What follows belongs to an exercise in optimizing a design on an open flow for small area; a production flow would make more cautious choices.
Function was checked by simulation only, so behaviour that the tests miss may differ from the original.
No driver is modelled on the clock port, so clocking that relies on it looks cheaper here than on a real chip.
Power and IR drop assume default switching activity.

===== design.v =====
module key_ctl
(
input   rst,clk,
input   tick,		 
input   upd,		 
input   key0,		 
input   key1,		 
output  reg buzz,
output  reg en_d,clr_d	 
);
reg cnt_en, cnt_clr;
reg k0p0,k0p1;
reg [4:0] k0cnt;
reg k1p0,k1p1;
reg [4:0] k1cnt;
reg [5:0] bzcnt;	 
wire k0hit = k0cnt[4] & k0cnt[1] & k0cnt[0];	 
wire k1hit = k1cnt[4] & k1cnt[1] & k1cnt[0];
wire k0sat = k0cnt[4] & k0cnt[2];				 
wire k1sat = k1cnt[4] & k1cnt[2];
always@(negedge rst, posedge clk)
if (rst == 0)
    begin
        k0p0 <= 0;
        k0p1 <= 0;
        k0cnt <= 20;
        cnt_en <= 0;
    end
else if (tick)
    begin
        k0p0 <= ~key0;
        k0p1 <= k0p0;
        if (k0p0 != k0p1)
            k0cnt <= 0;
        else if (!k0sat)
            k0cnt <= k0cnt + 1;
        if (k0hit & k0p0)
            cnt_en <= ~cnt_en;
    end
always@(negedge rst, posedge clk)
if (rst == 0)
    begin
        k1p0 <= 0;
        k1p1 <= 0;
        k1cnt <= 20;
        cnt_clr <= 0;
    end
else if (tick)
    begin
        k1p0 <= ~key1;
        k1p1 <= k1p0;
        if (k1p0 != k1p1)
            k1cnt <= 0;
        else if (!k1sat)
            k1cnt <= k1cnt + 1;
        if (k1hit)
            cnt_clr <= k1p0;
    end
always@(negedge rst, posedge clk)
if (rst == 0)
    begin
        buzz <= 0;
        bzcnt <= 32;
    end
else if (tick)
    begin
        if ((k1hit & k1p0) | (k0hit & k0p0))
            bzcnt <= 0;
        else if (!bzcnt[5])
            bzcnt <= bzcnt + 1;
        buzz <= ~bzcnt[5];
    end
always@(negedge rst, posedge clk)
if (rst == 0)
    begin
        en_d <= 0;
        clr_d <= 0;
    end
else if (upd)
    begin
        en_d <= cnt_en;
        clr_d <= cnt_clr;
    end
endmodule
module counters
(
input   rst,clk,
input   upd,
input   cnt_en,cnt_clr,
output  [31:0] bcd8d
);
function [3:0] inc10;
input [3:0] q;
    inc10 = {(q[3] & ~q[0]) | (q[2] & q[1] & q[0]),
             q[2] ^ (q[1] & q[0]),
             q[1] ^ (q[0] & ~q[3]),
             ~q[0]};
endfunction
function [2:0] inc6;
input [2:0] q;
    inc6 = {(q[2] & ~q[0]) | (q[1] & q[0]),
            q[1] ^ (q[0] & ~q[2]),
            ~q[0]};
endfunction
reg n4, n9;			 
reg [3:0] t1, s0, m0, h0, h1;
reg [2:0] s1, m1;
wire c1 = n9;
wire c2 = c1 & t1[3] & t1[0];	 
wire c3 = c2 & s0[3] & s0[0];
wire c4 = c3 & s1[2] & s1[0];	 
wire c5 = c4 & m0[3] & m0[0];
wire c6 = c5 & m1[2] & m1[0];
wire c7 = c6 & h0[3] & h0[0];
always@(negedge rst, posedge clk)
if (rst == 0)
    begin
        n4 <= 0; n9 <= 0;
        t1 <= 0; s0 <= 0; s1 <= 0; m0 <= 0; m1 <= 0; h0 <= 0; h1 <= 0;
    end
else if (upd)
    begin
        if (cnt_en)
            begin
                n4 <= ~n4;
                n9 <= n4;
                if (c1) t1 <= inc10(t1);
                if (c2) s0 <= inc10(s0);
                if (c3) s1 <= inc6(s1);
                if (c4) m0 <= inc10(m0);
                if (c5) m1 <= inc6(m1);
                if (c6) h0 <= inc10(h0);
                if (c7) h1 <= inc10(h1);
            end
        else if (cnt_clr)
            begin
                n4 <= 0; n9 <= 0;
                t1 <= 0; s0 <= 0; s1 <= 0; m0 <= 0; m1 <= 0; h0 <= 0; h1 <= 0;
            end
    end
wire [3:0] t0 = {n9, n4, 1'b0, n9};
assign bcd8d = {h1, h0, 1'b0, m1, m0, 1'b0, s1, s0, t1, t0};
endmodule
module seg_ctl
(
input   rst,clk,
input   upd,
input   ph12,
input   [31:0] bcd8d,
output  [7:0] seg_d,seg_com
);
reg  [12:0] lf;
reg  [2:0]  dsel;
reg  run;		 
wire alive = run | ph12;
always@(negedge rst, posedge clk)
if (rst == 0)
    run <= 0;
else if (upd)
    run <= 1;
wire z12 = (lf[11:0] == 0);
wire fb  = lf[12] ^ lf[4] ^ lf[1] ^ lf[0] ^ z12;
wire wrap = z12 & ~lf[12] & run;
always@(negedge rst, posedge clk)
if (rst == 0)
    lf <= 13'h0800;
else
    lf <= {lf[11:0], fb};
wire [2:0] csel = dsel + wrap;
always@(negedge rst, posedge clk)
if (rst == 0)
    dsel <= 0;
else
    dsel <= csel;
reg [3:0] sdh;
always @*
    case (dsel)
    3'd0    : sdh = bcd8d[03:00];
    3'd1    : sdh = bcd8d[07:04];
    3'd2    : sdh = bcd8d[11:08];
    3'd3    : sdh = bcd8d[15:12];
    3'd4    : sdh = bcd8d[19:16];
    3'd5    : sdh = bcd8d[23:20];
    3'd6    : sdh = bcd8d[27:24];
    default : sdh = bcd8d[31:28];
    endcase
wire dot = ~dsel[0] & (dsel[1] | dsel[2]);
wire [3:0] d = sdh;
wire [6:0] segd;
assign segd[0] = d[3] | d[1] | ~(d[2] ^ d[0]);
assign segd[1] = ~d[2] | ~(d[1] ^ d[0]);
assign segd[2] = d[2] | ~d[1] | d[0];
assign segd[3] = d[3] | (~d[2] & ~d[0]) | (~d[2] & d[1]) | (d[1] & ~d[0]) | (d[2] & ~d[1] & d[0]);
assign segd[4] = ~d[0] & (~d[2] | d[1]);
assign segd[5] = d[3] | d[2] | (~d[1] & ~d[0]);
assign segd[6] = d[3] | (d[2] ^ d[1]) | (d[1] & ~d[0]);
assign seg_d   = alive ? {dot, segd} : 8'h00;
assign seg_com = alive ? (8'h01 << csel) : 8'h00;
endmodule
module stop_watch
(
input   rst,clk,
input   key0,		 
input   key1,		 
input   [3:0] enc,	 
output  buzz,
output  [7:0] seg_d,seg_com
);
reg [3:0] ph;
always@(negedge rst, posedge clk)
if (rst == 0)
    ph <= 0;
else if (ph[3] & ph[0])
    ph <= 0;
else
    ph <= ph + 1;
wire tick = ph[2] & ph[1] & ~ph[0];		 
wire upd  = ~ph[2] & ph[1] & ~ph[0];	 
wire ph12 = ~ph[3] & ~ph[2] & (ph[1] ^ ph[0]);	 
wire en_d, clr_d;
key_ctl ukey_ctl
	(
	.rst	(rst	),
	.clk	(clk	),
	.tick	(tick	),
	.upd	(upd	),
	.key0	(key0	),
	.key1	(key1	),
	.buzz	(buzz	),
	.en_d	(en_d	),
	.clr_d	(clr_d	)
	);
wire [31:0] bcd8d;
counters ucounters
	(
	.rst	(rst	),
	.clk	(clk	),
	.upd	(upd	),
	.cnt_en	(en_d	),
	.cnt_clr(clr_d	),
	.bcd8d	(bcd8d	)
	);
seg_ctl useg_ctl
	(
	.rst	(rst	),
	.clk	(clk	),
	.upd	(upd	),
	.ph12	(ph12	),
	.bcd8d	(bcd8d	),
	.seg_d	(seg_d	),
	.seg_com(seg_com)
	);
endmodule

===== flow/run.sh =====
#!/bin/bash
# Layout flow: the standard flow, with port buffers of the smallest buffer
# and the clock driven by a single buffer (flow/clkbuf.tcl, run before CTS).
# Tool output goes to standard.log.
here=$(pwd)
ROOT_CLKBUF=sky130_fd_sc_hd__clkbuf_8 bash standard.sh \
  BUFFER_PORTS_ARGS="-buffer_cell sky130_fd_sc_hd__buf_1" \
  PRE_CTS_TCL="$here/flow/clkbuf.tcl" \
  CTS_ARGS="-repair_clock_nets -dont_use_dummy_load -buf_list sky130_fd_sc_hd__clkbuf_8" \
  finish > standard.log 2>&1

===== flow/clkbuf.tcl =====
# Drive every clock sink from one clock buffer placed at the sinks' centroid,
# instead of a multi-level tree (the design has few registers in a small die).
set db [ord::get_db]
set block [ord::get_db_block]
set master [$db findMaster $::env(ROOT_CLKBUF)]
set clk [$block findNet clk]
set root [odb::dbNet_create $block clk_root]
$root setSigType CLOCK
set inst [odb::dbInst_create $block $master clkbuf_root]
set n 0
set sx 0
set sy 0
foreach it [$clk getITerms] {
  set i [$it getInst]
  set loc [$i getLocation]
  incr sx [lindex $loc 0]
  incr sy [lindex $loc 1]
  incr n
  $it disconnect
  $it connect $root
}
[$inst findITerm A] connect $clk
[$inst findITerm X] connect $root
$inst setLocation [expr {$sx / $n}] [expr {$sy / $n}]
$inst setPlacementStatus PLACED
global_connect
puts "clkbuf.tcl: $n clock sinks moved to [$inst getName] ([$master getName])"

===== standard.sh =====
#!/bin/bash
# synth_recipe.tcl (not shown) runs the flow's synth.tcl, then flattens the netlist and writes it again
# the make line also repeats each setting of config.mk as NAME=value (left out here)
make -C /OpenROAD-flow-scripts/flow DESIGN_CONFIG=/design/flow/config.mk WORK_HOME=/design/flow/orfs CLKGATE_MAP_FILE= SYNTH_SCRIPT=/design/flow/synth_recipe.tcl "${@:-finish}"

===== config.mk =====
export PLATFORM = sky130hd
export DESIGN_NAME = stop_watch
export DESIGN_NICKNAME = stop_watch
export VERILOG_FILES = /design/flow/design.v
export SDC_FILE = /design/flow/constraint.sdc
export NUM_CORES = 4
export LEC_CHECK = 0
export CAP_MARGIN = 20
export CORE_MARGIN = 2
export CORE_UTILIZATION = 40
export SLEW_MARGIN = 20

===== constraint.sdc =====
create_clock -name core_clock -period 10.0 [get_ports {clk}]
set_input_delay 2.0000 -clock core_clock [delete_from_list [all_inputs] [get_ports {clk}]]
set_output_delay 2.0000 -clock core_clock [all_outputs]
set_load 0.01 [all_outputs]

==> flow_summary_export.csv <==
group,metric,value,unit
status,outcome,"complete, no violations",
synthesis,yosys_warnings,4,
synthesis,synth_seq_cells,74,
detailed_routing,drtIter0Drc,130,
synthesis,synth_fa_ha_area_share,3.68,%
synthesis,synth_top_family_by_area,"simple AND/OR/NAND/NOR gates",
power_and_ir_drop,peakVddDrop,0.0665,mV
cells_and_area,area.growth.synth_to_final,7.52,%
synthesis,muxShareOfSynthArea,3.17,%
grt,grt_pass1_wl,13000,um
cells_and_area,antenna_cells,0,
timing,setup_slack,4.89,ns
die,start_util,40.9,%
critical_path,required,8.00,ns
power_and_ir_drop,intPower,0.396,mW
detailed_routing,wl_per_cell,15.0,um
critical_path,startpoint_type,"flop",
synthesis,synth_ff_type,"dfrtp_1",
detailed_routing,wirelength,7610,um
grt,grt_pass1_vias,2738,
detailed_routing,ant_nets,0,
synthesis,synth_compound_area_share,15.6,%
place,gp_congestion,0.821,
clock_network,cts_resized,0,
synthesis,yosysTopAreaCell,"dfrtp_1",
clock_network,cts-buffers-inserted,9,
synthesis,ys_types,55,
power_and_ir_drop,power_frac_clock,36.8,%
cells_and_area,final_nets,416,
synthesis,syn_nets,400,
cells_and_area,drive_gt1_share,6.84,%
min_path,min_from,"useg_ctl.lf[6]$_DFF_PN0_",
critical_path,startpoint,"useg_ctl.dsel[2]$_DFF_PN0_",
synthesis,syn-cell-area,3740,sq um
cells_and_area,fillers,890,
die,die_width,101,um
timing,max_slew.worst_pin.slew,0.899,ns
timing,setup_viol,0,
power_and_ir_drop,p_leak,1.70,nW
synthesis,syn_area_per_cell,9.83,sq um
critical_path,cp_max_fo,22,
timing,post-route-period-util,51.1,%
clock_network,cts_sinks,74,
timing,hold_ws,0.380,ns
critical_path,crit_arrival,3.11,ns
timing,slew_violations,0,
timing,clock.fmax,196,MHz
place,pre_cts_ws,5.38,ns
die,die_y,101,um
synthesis,ys_seq_area_share,49.6,%
detailed_routing,dr.pass1.iters,4,
power_and_ir_drop,p_seq_share,60.6,%
clock_network,clk_pin_slew,0.09,ns
timing,min_period,5.11,ns
detailed_routing,vias,2897,
job,maxCapViolCount,0,
synthesis,synthXorXnorAreaFrac,4.21,%
critical_path,path_class,"reg -> out",
cells_and_area,fin_area,4030,sq um
die,io_pins,25,
grt,grt_max_degree,75,
detailed_routing,via_per_inst,5.73,
place,hpwl,5150,um
clock_network,clock_latency,0.45,ns
synthesis,synthSimpleGateAreaFrac,20.6,%
critical_path,worst_r2r_startpoint,"ph[2]$_DFF_PN0_",
synthesis,syn-instance-count,381,
place,port_buffers,20,
power_and_ir_drop,power.density,126,nW/um^2
die,die-area,10200,sq um
power_and_ir_drop,combPwrFrac,2.6,%
critical_path,crit_path_end_kind,"output pin",
die,row_count,35,
cells_and_area,multiInputGateArea,1770,sq um
place,postPlaceCellArea,3890,sq um
timing,tns,0,ns
cells_and_area,register_area,1860,sq um
power_and_ir_drop,p_sw_share,21.9,%
clock_network,post_cts_buffers,0,
die,core_area,9150,sq um
clock_network,cts_tree,"done",
timing,rsz0062_at_grt,"false",
power_and_ir_drop,switchingPower,0.111,mW
synthesis,synth_area_leaders,"dfrtp_1, dfstp_2, o21ai_0, nand2_1, nor2_1",
grt,antenna_found_initial,0,
detailed_routing,drc,0,
synthesis,yosysTopAreaCellShare,45.4,%
timing,fin_skew,0.0252,ns
clock_network,cts_hold_buf,0,
timing,hold_viol,0,
min_path,hold_class,"reg -> reg",
synthesis,synth_edf_count,0,
grt,gr-total-overflow,0,
grt,track_usage,16.0,%
synthesis,synthArstFlopShare,100,%
timing,slew_headroom,40.1,%
-- worst max-delay path: stages (launching register included) --
cell and delay, ns:
dfrtp_1 0.80, mux2_2 0.41, o221ai_1 0.22, nand3_1 0.11
o21ai_0 0.20, inv_1 0.13, ha_1 0.22, nor4_1 0.27
o22ai_1 0.12, buf_1 0.17
-- metal layers --
metal | share of wire [%] | wire length (um) | global-route usage [%]
met1 | 52 | 3930 | 23.1
met2 | 42 | 3230 | 23.8
met3 | 3.7 | 284 | 3.12
met4 | 2.2 | 170 | 5.58
met5 | 0 | 0 | 0
-- registers in the layout, summed over array words and instances, names as in the netlist, 3 cells and up --
name / count
useg_ctl.lf: 13
ukey_ctl.bzcnt: 6
ukey_ctl.k0cnt: 5
ukey_ctl.k1cnt: 5
ph: 4
ucounters.h0: 4
ucounters.h1: 4
ucounters.m0: 4
ucounters.s0: 4
ucounters.t1: 4
ucounters.m1: 3
ucounters.s1: 3
useg_ctl.dsel: 3
-- cell families after synthesis --
kind of cell    count (synthesis)
fa+ha+maj                      11
flops                          74
xor+xnor                       18
simple gates                  148
buf+inv                        27
mux                            11
compound gates                 92
-- metrics by stage --
stage | util (%) | power (mW) | std cells
5_1_grt | 44.0 | 0.531 | 506
3_3_place_gp | 42.5 | 0.326 | 496
4_1_cts | 44.0 | 0.516 | 506
3_5_place_dp | 42.5 | 0.327 | 496
6_report | 44.0 | 0.507 | 506
2_1_floorplan | - | 0.318 | 381
-- layout make-up, clock buffers not listed --
class | instances | share of cell area (%)
multi-input combinational | 280 | 44.0
inverter | 11 | 1.03
buffer | 1 | 0.342
sequential | 74 | 46.2
tap | 111 | 3.45
timing repair buffer | 20 | 1.96
-- power groups by stage --
stage          Clock [mW]  Sequential [mW]  Combinational [mW]
2_1_floorplan           0            0.312             0.00630
4_1_cts             0.194            0.307              0.0142
6_report            0.186            0.307              0.0134
3_3_place_gp            0            0.313              0.0138
5_1_grt             0.207            0.308              0.0161
3_5_place_dp            0            0.313              0.0140
-- layout by cell type (no fill, tap or decap), drive strengths merged, types with 11 or more instances in the layout --
master	instances
nor2	37
nand2	40
ha	11
o21ai	32
nand3	14
dfrtp	68
buf	20
a21oi	16
nand4	14
xor2	11
-- synthesized netlist by cell type (10+ instances only) --
cell type / count
inv_1: 10
a21oi_1: 16
nand4_1: 14
nand3_1: 13
xor2_1: 11
clkbuf_1: 10
nand2_1: 40
a31oi_1: 10
o21ai_0: 31
nor2_1: 37
dfrtp_1: 68
ha_1: 11
-- path summary, 6_finish.rpt --
kind / to / slack [ns] / cells past startpoint
max in group asynchronous: ukey_ctl.k1p0$_DFFE_PN0P_ / 7.73 / 1
worst max-delay path: seg_d[3] / 4.89 / 9
worst min register to register: useg_ctl.lf[7]$_DFF_PN0_ / 0.38 / 0
min in group asynchronous: useg_ctl.dsel[2]$_DFF_PN0_ / 1.69 / 1
worst min-delay path: useg_ctl.lf[7]$_DFF_PN0_ / 0.38 / 0
worst max register to register: ucounters.h0[3]$_DFFE_PN0P_ / 7.58 / 5

==> static timing again, ports no longer ideal <==
No port has a modelled driver above. Below, the same layout with a new extraction and two added sets of constraints.
Step 1 (the two cells are an assumption about what drives the block):
set clk [get_ports {clk}]
set_driving_cell -lib_cell sky130_fd_sc_hd__clkbuf_16 $clk
set_driving_cell -lib_cell sky130_fd_sc_hd__buf_2 [delete_from_list [all_inputs] $clk]
Step 2, shift: input delay + t, output delay - t, t = (earliest + latest rising clock arrival at the registers) / 2. This alone moves slack from input paths to output paths.
a / b / c = ideal ports / drivers / drivers and shift; a / b = the first two.
t (ns): 0.470
setup slack, ns: 4.891 / 4.864 / 5.333
worst setup path at the end: register to output
latest minus earliest clock arrival (ns): 0.025 / 0.025
cell pins on the clock port's net: 1
After both steps this run still meets setup and hold. For this run, drivers alone change the setup slack by -0.027 ns; drivers and shift together by +0.442 ns.
